This is an optimization exercise on Yosys and OpenROAD, whose aim is small area and a short achievable clock period, not a production implementation. Only simulation tests tie the RTL to the original design; equivalence was not proved. No activity file was given, so power comes from the tool's default toggle rates.

--- design/flow/design.v ---
module procesadorVonNeumann(
	input wire clk,
	input wire reset,
	input wire wr,
	input wire [5:0] direccion,
	input wire [11:0] datoEntrante,
	output wire [11:0] datoSaliente
);
localparam NOP   = 4'd0,  LOAD = 4'd1,  STORE = 4'd2,  ADD = 4'd3;
localparam SUB   = 4'd4,  MUL  = 4'd5,  DIV   = 4'd6,  AND = 4'd7;
localparam OR    = 4'd8,  XOR  = 4'd9,  NOT   = 4'd10, JMP = 4'd11;
localparam INC   = 4'd12, DEC  = 4'd13, SHL   = 4'd14, SHR = 4'd15;
reg [11:0] acumulador;
reg [3:0]  registroInstruccion;
reg [5:0]  contador;
reg [5:0]  direccionOperando;
reg [11:0] operando;       
reg [13:0] operando3;      
reg [11:0] memoria [0:63];
assign datoSaliente = acumulador;
function [63:0] decode6(input [5:0] a);
	integer i;
	begin
		for (i = 0; i < 64; i = i + 1) decode6[i] = (a == i);
	end
endfunction
wire [63:0] selPC = decode6(contador);
reg  [9:0]  instr;           
integer ri;
always @* begin
	instr = 10'd0;
	for (ri = 0; ri < 64; ri = ri + 1)
		instr = instr | ({10{selPC[ri]}} & {memoria[ri][11:8], memoria[ri][5:0]});
end
wire [5:0] oaNext = instr[5:0];
wire [63:0] selOA = decode6(oaNext);
reg  [11:0] rdOA;
always @* begin
	rdOA = 12'd0;
	for (ri = 0; ri < 64; ri = ri + 1)
		rdOA = rdOA | ({12{selOA[ri]}} & memoria[ri]);
end
function [14:0] sub14(input [13:0] x, input [13:0] k);
	reg [13:0] p, g, pp, gg;
	integer i, j;
	begin
		p = x ^ ~k;
		g = x & ~k;
		gg = g; pp = p;
		gg[0] = g[0] | p[0];
		for (i = 0; i < 4; i = i + 1)
			for (j = 13; j >= (1 << i); j = j - 1) begin
				gg[j] = gg[j] | (pp[j] & gg[j - (1 << i)]);
				pp[j] = pp[j] & pp[j - (1 << i)];
			end
		sub14[14] = gg[13];
		sub14[0]  = ~p[0];
		for (i = 1; i < 14; i = i + 1) sub14[i] = p[i] ^ gg[i-1];
	end
endfunction
reg [11:0] cociente;
reg [11:0] rem;
reg [13:0] x;
reg [14:0] d1, d2, d3;
reg s1, s2, s3;
integer dj;
always @* begin
	rem = 12'd0;
	for (dj = 5; dj >= 0; dj = dj - 1) begin
		x  = {rem, acumulador[2*dj+1], acumulador[2*dj]};
		d1 = sub14(x, {2'b00, operando});
		d2 = sub14(x, {1'b0, operando, 1'b0});
		d3 = sub14(x, operando3);
		s3 = d3[14];
		s2 = d2[14] & ~d3[14];
		s1 = d1[14] & ~d2[14];
		cociente[2*dj+1] = d2[14];
		cociente[2*dj]   = d3[14] | s1;
		rem = ({12{s3}} & d3[11:0]) | ({12{s2}} & d2[11:0]) |
		      ({12{s1}} & d1[11:0]) | ({12{~d1[14]}} & x[11:0]);
	end
end
reg [11:0] resultado;
always @* begin
	case (registroInstruccion)
		LOAD:    resultado = operando;
		ADD:     resultado = acumulador + operando;
		SUB:     resultado = acumulador - operando;
		MUL:     resultado = acumulador * operando;
		DIV:     resultado = cociente;
		AND:     resultado = acumulador & operando;
		OR:      resultado = acumulador | operando;
		XOR:     resultado = acumulador ^ operando;
		NOT:     resultado = {4'hF, ~operando[7:0]};
		INC:     resultado = operando + 12'd1;
		DEC:     resultado = operando - 12'd1;
		SHL:     resultado = {operando[10:0], 1'b0};
		SHR:     resultado = {1'b0, operando[11:1]};
		default: resultado = acumulador;    
	endcase
end
wire esStore = (registroInstruccion == STORE);
wire esJmp   = (registroInstruccion == JMP);
wire fwd     = esStore & (direccionOperando == oaNext);
wire [11:0] opNext = fwd ? acumulador : rdOA;
wire portHit = (direccion == direccionOperando);
always @(posedge clk or posedge reset) begin
	if (reset) begin
		acumulador          <= 12'd0;
		registroInstruccion <= NOP;
		contador            <= 6'd0;
	end else if (!wr) begin
		acumulador          <= resultado;
		registroInstruccion <= instr[9:6];
		contador            <= esJmp ? operando[5:0] : contador + 6'd1;
	end
end
always @(posedge clk) begin
	if (!reset) begin
		if (wr) begin
			memoria[direccion] <= datoEntrante;
			if (portHit) begin
				operando  <= datoEntrante;
				operando3 <= {2'b00, datoEntrante} + {1'b0, datoEntrante, 1'b0};
			end
		end else begin
			if (esStore) memoria[direccionOperando] <= acumulador;
			direccionOperando <= oaNext;
			operando  <= opNext;
			operando3 <= {2'b00, opNext} + {1'b0, opNext, 1'b0};
		end
	end
end
endmodule
--- design/flow/flow/run.sh ---
#!/bin/bash
# The standard layout, with Yosys's adder extraction (extract_fa and the
# sky130 fa/ha map) turned off so that ABC maps the arithmetic itself.
export ADDER_MAP_FILE=
bash standard.sh synth > synth.log 2>&1 || exit 1
bash standard.sh finish > layout.log 2>&1 || exit 1
--- design/flow/standard.sh ---
#!/bin/bash
# synth_recipe.tcl (not shown) runs the flow's synth.tcl, then flattens the netlist and writes it again
# the make line also repeats each setting of config.mk as NAME=value (left out here)
make -C /OpenROAD-flow-scripts/flow DESIGN_CONFIG=/design/flow/config.mk WORK_HOME=/design/flow/orfs CLKGATE_MAP_FILE= SYNTH_SCRIPT=/design/flow/synth_recipe.tcl "${@:-finish}"
--- design/flow/config.mk ---
export PLATFORM = sky130hd
export DESIGN_NAME = procesadorVonNeumann
export DESIGN_NICKNAME = procesadorVonNeumann
export VERILOG_FILES = /design/flow/design.v
export SDC_FILE = /design/flow/constraint.sdc
export NUM_CORES = 4
export LEC_CHECK = 0
export CAP_MARGIN = 20
export CORE_MARGIN = 2
export CORE_UTILIZATION = 40
export PLACE_DENSITY = 0.6
export SETUP_SLACK_MARGIN = 1.0
export SLEW_MARGIN = 20
--- design/flow/constraint.sdc ---
create_clock -name core_clock -period 23.0 [get_ports {clk}]
set_input_delay 4.6000 -clock core_clock [delete_from_list [all_inputs] [get_ports {clk}]]
set_output_delay 4.6000 -clock core_clock [all_outputs]
set_load 0.01 [all_outputs]
==> notes.md <==
[power by group]
group | total, uW | internal [uW] | switching (uW)
Clock | 1460 | 791 | 669
Combinational | 7290 | 2270 | 5020
Sequential | 1890 | 1790 | 104
Total | 10600 | 4840 | 5800
[kinds of logic after synthesis]
kind of cell | after synthesis | share of synthesized area
flip-flops | 821 | 0.556
buffers and inverters | 271 | 0.0244
XOR/XNOR | 264 | 0.0524
multiplexers | 27 | 0.00655
AND/OR/NAND/NOR | 1205 | 0.128
adder cells (fa/ha/maj) | 68 | 0.0158
AO/OA/AOI/OAI | 1256 | 0.216
[final timing paths]
path                                   to  slack [ns]  cells after the start
min in group asynchronous  acumulador[10]        4.61                      3
max reg2reg                 acumulador[0]       10.82                     36
min reg2reg                   contador[1]        0.73                      1
max in group asynchronous     contador[5]       18.03                      3
max                         acumulador[0]       10.82                     36
min                           contador[1]        0.73                      1
[cell type report]
type | count | area (um^2)
clock inverter | 53 | 519
antenna | 35 | 87.6
tap | 1476 | 1850
multi-input combinational | 2820 | 19200
sequential | 821 | 24500
clock buffer | 111 | 2350
inverter | 53 | 199
timing repair buffer | 291 | 2640
fill | 9991 | 57700
[stage by stage]
stage               cell area [um^2]  hold WS [ns]  setup slack (ns)
floorplan                      44100         0.511             13.34
global placement               47900         0.650             11.46
detailed placement             47900         0.661             11.39
CTS                            50800         0.677             11.32
global route                   51400         0.736             10.23
finish                         51400         0.728             10.82
[cells in the final DEF, fill, tap and decap left out, types with 18 or more instances in the layout]
cell type,n
nand2_1,328
o211ai_1,23
nor2_4,67
and2_1,18
dfrtp_1,21
inv_1,45
clkbuf_1,18
xor2_1,69
clkinv_1,21
buf_4,236
nor3_1,69
mux2i_1,21
diode_2,35
nor2_1,281
a31oi_1,26
nor2b_1,24
edfxtp_1,799
or2_2,19
nand2b_1,22
nand4_1,103
nor2_2,30
clkbuf_16,89
nand3_1,139
clkdlybuf4s50_1,31
a21oi_1,114
o221ai_1,19
xnor2_1,195
a22o_1,144
o21ai_0,133
nor4_1,35
a221oi_1,157
maj3_1,56
a22oi_1,405
[metal layers]
| layer | GRT usage | vias to the layer above |
|---|---|---|
| met3 | 0.291 | 1362 |
| li1 | - | 16011 |
| met5 | 0.0694 | - |
| met2 | 0.621 | 4994 |
| met1 | 0.602 | 21688 |
| met4 | 0.316 | 36 |
[critical path: cells and delay by family, from the launching register on]
family | cells | cell delay [ns]
compound gates | 22 | 6.46
fa+ha+maj | 2 | 0.67
buf+inv | 1 | 0.33
flops | 1 | 0.35
simple gates | 11 | 4.18
[flip-flops by register name, summed over array words and instances, names as in the netlist]
name,cells
operando3,14
contador,6
memoria,768
direccionOperando,6
registroInstruccion,4
operando,11
acumulador,12
==> notes.md <==
* Status: complete, no violations
* Nets at 4097
* H-tree level count at 3
* CTS clk-pin slew, worst paths at 0.07 ns
* Port bufs at 32
* P_leak at 0.0163 uW
* PD cells at 207 mW/mm^2
* Asr flop ratio synth at 0.0268
* First-pass GRT wire length at 362 mm
* Row cnt at 121
* Slowest stage delay, CP at 0.86 ns
* Max_slew headroom at 0.0799
* Top layer used by detailed routing: met5
* Met1 WL at 100 mm
* Area leader, netlist: edfxtp_1
* Worst Tran Pin Value at 1.38 ns
* Metal3 WL at 51.9 mm
* CP max-delay cell: nor3_1
* Worst setup startpoint: operando[3]
* Ys Warns at 1
* Max-cap violations at 0
* Slew Limit Fails at 0
* Synthesized netlist cell count at 3912
* CTS buffer count at 89
* Grt total ovfl at 0
* TritonCTS clock tree: built
* Ys flop type: edfxtp_1
* Critical hold path startpoint: contador[1]
* Worst R2R Start: operando[3]
* #FFs+latches synth at 821
* Synth top area share at 0.544
* Tot GR Track Use at 0.486
* Die Wd at 336 um
* Hold buffers post-CTS at 0
* Routed WL per cell at 49.7 um
* Share of the yosys chip area belonging to registers at 0.556
* Die area at 0.113 mm^2
* Die height at 336 um
* Synth-to-layout area growth at 16.6%
* Post-cts resize count at 0
* CP startpoint kind: flip-flop
* Worst IR Drop VDD at 279 uV
* Cell variety after synth at 114
* Post-Layout Cell Count at 5660
* Worst-path maximum fanout at 45
* Clk latency of the worst-skew pair at 0.74 ns
* Setup Buffers After CTS at 0
* Clock root cell: clkbuf_16
* Core Region at 0.109 mm^2
* Vias in the first global route at 38.4k
* Worst Setup End Kind: flip-flop
* Cell area after synthesis at 0.0441 mm^2
* Final setup TNS at 0 ns
* Initial Utilization at 0.404
* Finish-stage setup viols at 0
* Final WL at 281 mm
* Clock Path Buffers at 3
* Endpoint arrival time on the critical path at 12.74 ns
* Hold/Removal Path Class: reg2reg
* Cell Count Post-Placement at 5438
* Via density per instance at 7.79
* Drc violations at 0
* Skew final at 0.0693 ns
* Antenna Nets Post-Route at 0
* Synth top cells by count: edfxtp_1 (799), a22oi_1 (405), nor2_1 (372)
* RSZ-0062 raised after global routing: false
* CP Data Required Time at 23.56 ns
* Main area contributors after synthesis: edfxtp_1 (54%), a22oi_1 (6.9%), xnor2_1 (3.9%)
* Largest net degree at the start of global routing at 65
* Period utilisation layout at 0.530
* Vias at 44.1k
* Gpl congestion at 1.08
* Detailed placement HPWL at 187 mm
* FMAX at 82.1 MHz
* Overall power at 10600 uW
* I/O pin cnt at 33
* Setup CP Type: reg2reg
* Number of detailed-route iterations in the first pass at 12
* Final hold viol count at 0
* Drt first-iter violations at 10.1k
* Routed met2 length at 105 mm
* Most common cell in the netlist: edfxtp_1
* Initial antenna violation count at 26
* Syn Nets at 3933
* Final min period at 12.18 ns
* Number of flops mapped to enable cells by yosys at 799
* Utilization after layout at 0.471
* Clock sinks at 821
* Layout cell share with drive strength beyond 1 at 0.147
* Synth Area per Inst at 11.3 um^2

-- static timing again, ports no longer ideal --
No port has a modelled driver above. Below, the same layout with a new extraction and two added sets of constraints.
Step 1 assumes that a clkbuf_16 drives the clock port and a buf_2 every other input.
Step 2, shift: input delay + t, output delay - t, t = (earliest + latest rising clock arrival at the registers) / 2. This alone moves slack from input paths to output paths.
Slacks: no drivers / after step 1 / after step 2; pairs: no drivers / after step 1.
t (ns): 0.778
setup slack, ns: 10.821 / 10.821 / 10.821
worst register clock-pin slew, ns: 0.07 / 0.07
cell pins on the clock port's net: 1
After both steps setup and hold are still met in this run. The setup slack of this run moves by 0.000 ns with the drivers and by 0.000 ns with both steps.
